This is an optimization exercise on Yosys and OpenROAD, whose aim is small area and a short achievable clock period, not a production implementation.
Power is estimated from default activity; no workload was simulated.

v6:
## e203_exu_alu_dpath
module e203_exu_alu_dpath(
  input alu_req_alu,
  input alu_req_alu_add,
  input alu_req_alu_sub,
  input alu_req_alu_xor,
  input alu_req_alu_sll,
  input alu_req_alu_srl,
  input alu_req_alu_sra,
  input alu_req_alu_or,
  input alu_req_alu_and,
  input alu_req_alu_slt,
  input alu_req_alu_sltu,
  input alu_req_alu_lui,
  input [32-1:0] alu_req_alu_op1,
  input [32-1:0] alu_req_alu_op2,
  output [32-1:0] alu_req_alu_res,
  input bjp_req_alu,
  input [32-1:0] bjp_req_alu_op1,
  input [32-1:0] bjp_req_alu_op2,
  input bjp_req_alu_cmp_eq,
  input bjp_req_alu_cmp_ne,
  input bjp_req_alu_cmp_lt,
  input bjp_req_alu_cmp_gt,
  input bjp_req_alu_cmp_ltu,
  input bjp_req_alu_cmp_gtu,
  input bjp_req_alu_add,
  output bjp_req_alu_cmp_res,
  output [32-1:0] bjp_req_alu_add_res,
  input agu_req_alu,
  input [32-1:0] agu_req_alu_op1,
  input [32-1:0] agu_req_alu_op2,
  input agu_req_alu_swap,
  input agu_req_alu_add,
  input agu_req_alu_and,
  input agu_req_alu_or,
  input agu_req_alu_xor,
  input agu_req_alu_max,
  input agu_req_alu_min,
  input agu_req_alu_maxu,
  input agu_req_alu_minu,
  output [32-1:0] agu_req_alu_res,
  input agu_sbf_0_ena,
  input [32-1:0] agu_sbf_0_nxt,
  output [32-1:0] agu_sbf_0_r,
  input agu_sbf_1_ena,
  input [32-1:0] agu_sbf_1_nxt,
  output [32-1:0] agu_sbf_1_r,
  input clk,
  input rst_n
);
Size in the first run: about 1300 cells after synthesis, ~64 flip-flops, ~450 I/O pins, ~8700 um^2 of cells after synthesis.
==> flow/config.mk <==
export PLATFORM = sky130hd
export DESIGN_NAME = e203_exu_alu_dpath
export DESIGN_NICKNAME = e203_exu_alu_dpath
export VERILOG_FILES = /design/flow/design.v
export SDC_FILE = /design/flow/constraint.sdc
export NUM_CORES = 4
export LEC_CHECK = 0
export CAP_MARGIN = 20
export CORE_MARGIN = 2
export CORE_UTILIZATION = 40
export CTS_BUF_LIST = sky130_fd_sc_hd__clkbuf_8
export SETUP_SLACK_MARGIN = 1.5
export SLEW_MARGIN = 20
==> flow/constraint.sdc <==
create_clock -name core_clock -period 8.5 [get_ports {clk}]
set_input_delay 1.7000 -clock core_clock [delete_from_list [all_inputs] [get_ports {clk}]]
set_output_delay 1.7000 -clock core_clock [all_outputs]
set_load 0.01 [all_outputs]
standard.sh (not shown) runs the stock make flow with config.mk's settings and CLKGATE_MAP_FILE= SYNTH_SCRIPT=/design/flow/synth_recipe.tcl, a recipe that flattens the netlist after the stock synthesis.
==> flow/flow/run.sh <==
#!/bin/bash
# Layout flow: the standard flow (standard.sh) with two changes:
#  - synthesis is the standard script (synth_recipe.tcl: same passes, then
#    flatten and renames) except for the ABC mapping scripts (see synth.tcl);
#  - every port gets a buffer, as standard, but the plain buf_1 rather than
#    the delay cell buffer_ports picks by default.
set -euo pipefail
HERE=$(pwd)
export BUFFER_PORTS_ARGS="-buffer_cell sky130_fd_sc_hd__buf_1"
export MY_ABC_SCRIPT="$HERE/flow/abc.script"
if [[ -f "$HERE/flow/abc_sh.script" ]]; then
  export MY_ABC_SCRIPT_SH="$HERE/flow/abc_sh.script"
  export SYNTH_KEEP_MODULES="e203_alu_shifter"
fi
make -C "$FLOW_HOME" DESIGN_CONFIG="$HERE/config.mk" WORK_HOME="$HERE/orfs" CLKGATE_MAP_FILE= \
  SYNTH_SCRIPT="$HERE/flow/synth.tcl" synth > "$HERE/synth_make.log" 2>&1
unset SYNTH_KEEP_MODULES MY_ABC_SCRIPT MY_ABC_SCRIPT_SH
bash standard.sh > "$HERE/standard_flow.log" 2>&1
==> flow/flow/abc.script <==
strash
dch
map
buffer
upsize
dnsize
==> flow/flow/abc_sh.script <==
strash
&get -n
&fraig -x
&put
scorr
dc2
strash
&get -n
&dch -f
&nf -R 1000
&put
buffer
upsize
dnsize
==> flow/flow/synth.tcl <==
# synth_recipe.tcl, with ABC's mapping script replaced: flow/abc.script for the
# top module and, when the design keeps a shifter module apart
# (SYNTH_KEEP_MODULES), flow/abc_sh.script for that module. Everything is
# flattened at the end exactly as synth_recipe.tcl does.
proc synth {args} { yosys synth -nofsm -noshare {*}$args }
proc abc {args} {
  set i [lsearch -exact $args -script]
  set top $args
  lset top [expr {$i + 1}] $::env(MY_ABC_SCRIPT)
  if {[info exists ::env(MY_ABC_SCRIPT_SH)] && [info exists ::env(SYNTH_KEEP_MODULES)]} {
    set sh $args
    lset sh [expr {$i + 1}] $::env(MY_ABC_SCRIPT_SH)
    foreach m $::env(SYNTH_KEEP_MODULES) { yosys abc {*}$sh $m }
    yosys abc {*}$top $::env(DESIGN_NAME)
  } else {
    yosys abc {*}$top
  }
}
source $::env(SCRIPTS_DIR)/synth.tcl
# left out here: clear keep_hierarchy, flatten, clean up, hide names made inside functions, write 1_2_yosys.v
v6: flow completed, timing, DRC and antenna clean
Here is what was changed in the inputs of v7 compared with v6.
- SETUP_SLACK_MARGIN: 1.5 -> 2.0
diff --git a/flow/flow/run.sh b/flow/flow/run.sh
--- a/flow/flow/run.sh
+++ b/flow/flow/run.sh
@@ -1,3 +1,3 @@
 #!/bin/bash
-# Layout flow: the standard flow (standard.sh) with two changes:
+# Layout flow: the standard flow (standard.sh) with these changes:
 #  - synthesis is the standard script (synth_recipe.tcl: same passes, then
@@ -5,3 +5,5 @@
 #  - every port gets a buffer, as standard, but the plain buf_1 rather than
-#    the delay cell buffer_ports picks by default.
+#    the delay cell buffer_ports picks by default;
+#  - extra make variables for the layout steps, if flow/make_args.txt exists
+#    (e.g. letting timing repair resize cells across footprints).
 set -euo pipefail
@@ -17,2 +19,6 @@
 unset SYNTH_KEEP_MODULES MY_ABC_SCRIPT MY_ABC_SCRIPT_SH
-bash standard.sh > "$HERE/standard_flow.log" 2>&1
+EXTRA=()
+if [[ -f "$HERE/flow/make_args.txt" ]]; then
+  read -r -a EXTRA < "$HERE/flow/make_args.txt"
+fi
+bash standard.sh "${EXTRA[@]}" finish > "$HERE/standard_flow.log" 2>&1
==> flow/flow/abc.script <==
strash
dch -f
map
topo
buffer
upsize
dnsize
==> flow/flow/make_args.txt (new file) <==
MATCH_CELL_FOOTPRINT=0
==> summary.txt <==
The highest metal layer with signal wires comes out met5 in one run and met4 in the other, namely in v7 and v6 respectively. Taking v6 as the reference, in v7 final critical-path setup slack grew by 320 ps, non-clock inverter total of the final layout grew by 14%. Part of the total power dissipated in combinational logic, v6 and v7: larger value in v7. Going from v6 to v7, detailed-route wire length per cell grows by 1.2%. For area enclosed by the die boundary, v6 and v7 come out practically identical. Compared with v6, v7 instantiates a larger number of cells. Compared with v6, in v7 via count went up by 4.5%; synthesized cell count was more or less identical. On total power, v7 does worse than v6. [diff] total internal power, v7 relative to v6: regression. Compared with v6, v7 shows area growth from synthesis to layout higher by 22 points.
No run of this note included a check of the RTL's function; only the layout flow was run.

what the ideal ports hide:
The flow's constraints put no driver on any port. The routed layouts listed below were extracted and timed again, unchanged, in two steps.
Step 1, drivers: a clkbuf_16 drives clk and a buf_2 each remaining input, both assumed.
Step 2 moves the port delays by t, midway between the first and last clock arrival at a register: inputs arrive t later, outputs are due t later. That takes back most of the time a late clock gives input paths.
Slacks: ideal / step 1 / step 2; pairs: ideal / step 1.
run	t, ns	setup WS [ns]	latest minus earliest clock arrival (ns)
v6	0.379	1.542 / 1.489 / 1.489	0.016 / 0.016
v7	0.393	1.860 / 1.829 / 1.829	0.012 / 0.012
After both steps every run listed still meets setup and hold. For v6, which loses most, drivers alone change the setup slack by -0.053 ns; drivers and shift together by -0.053 ns.
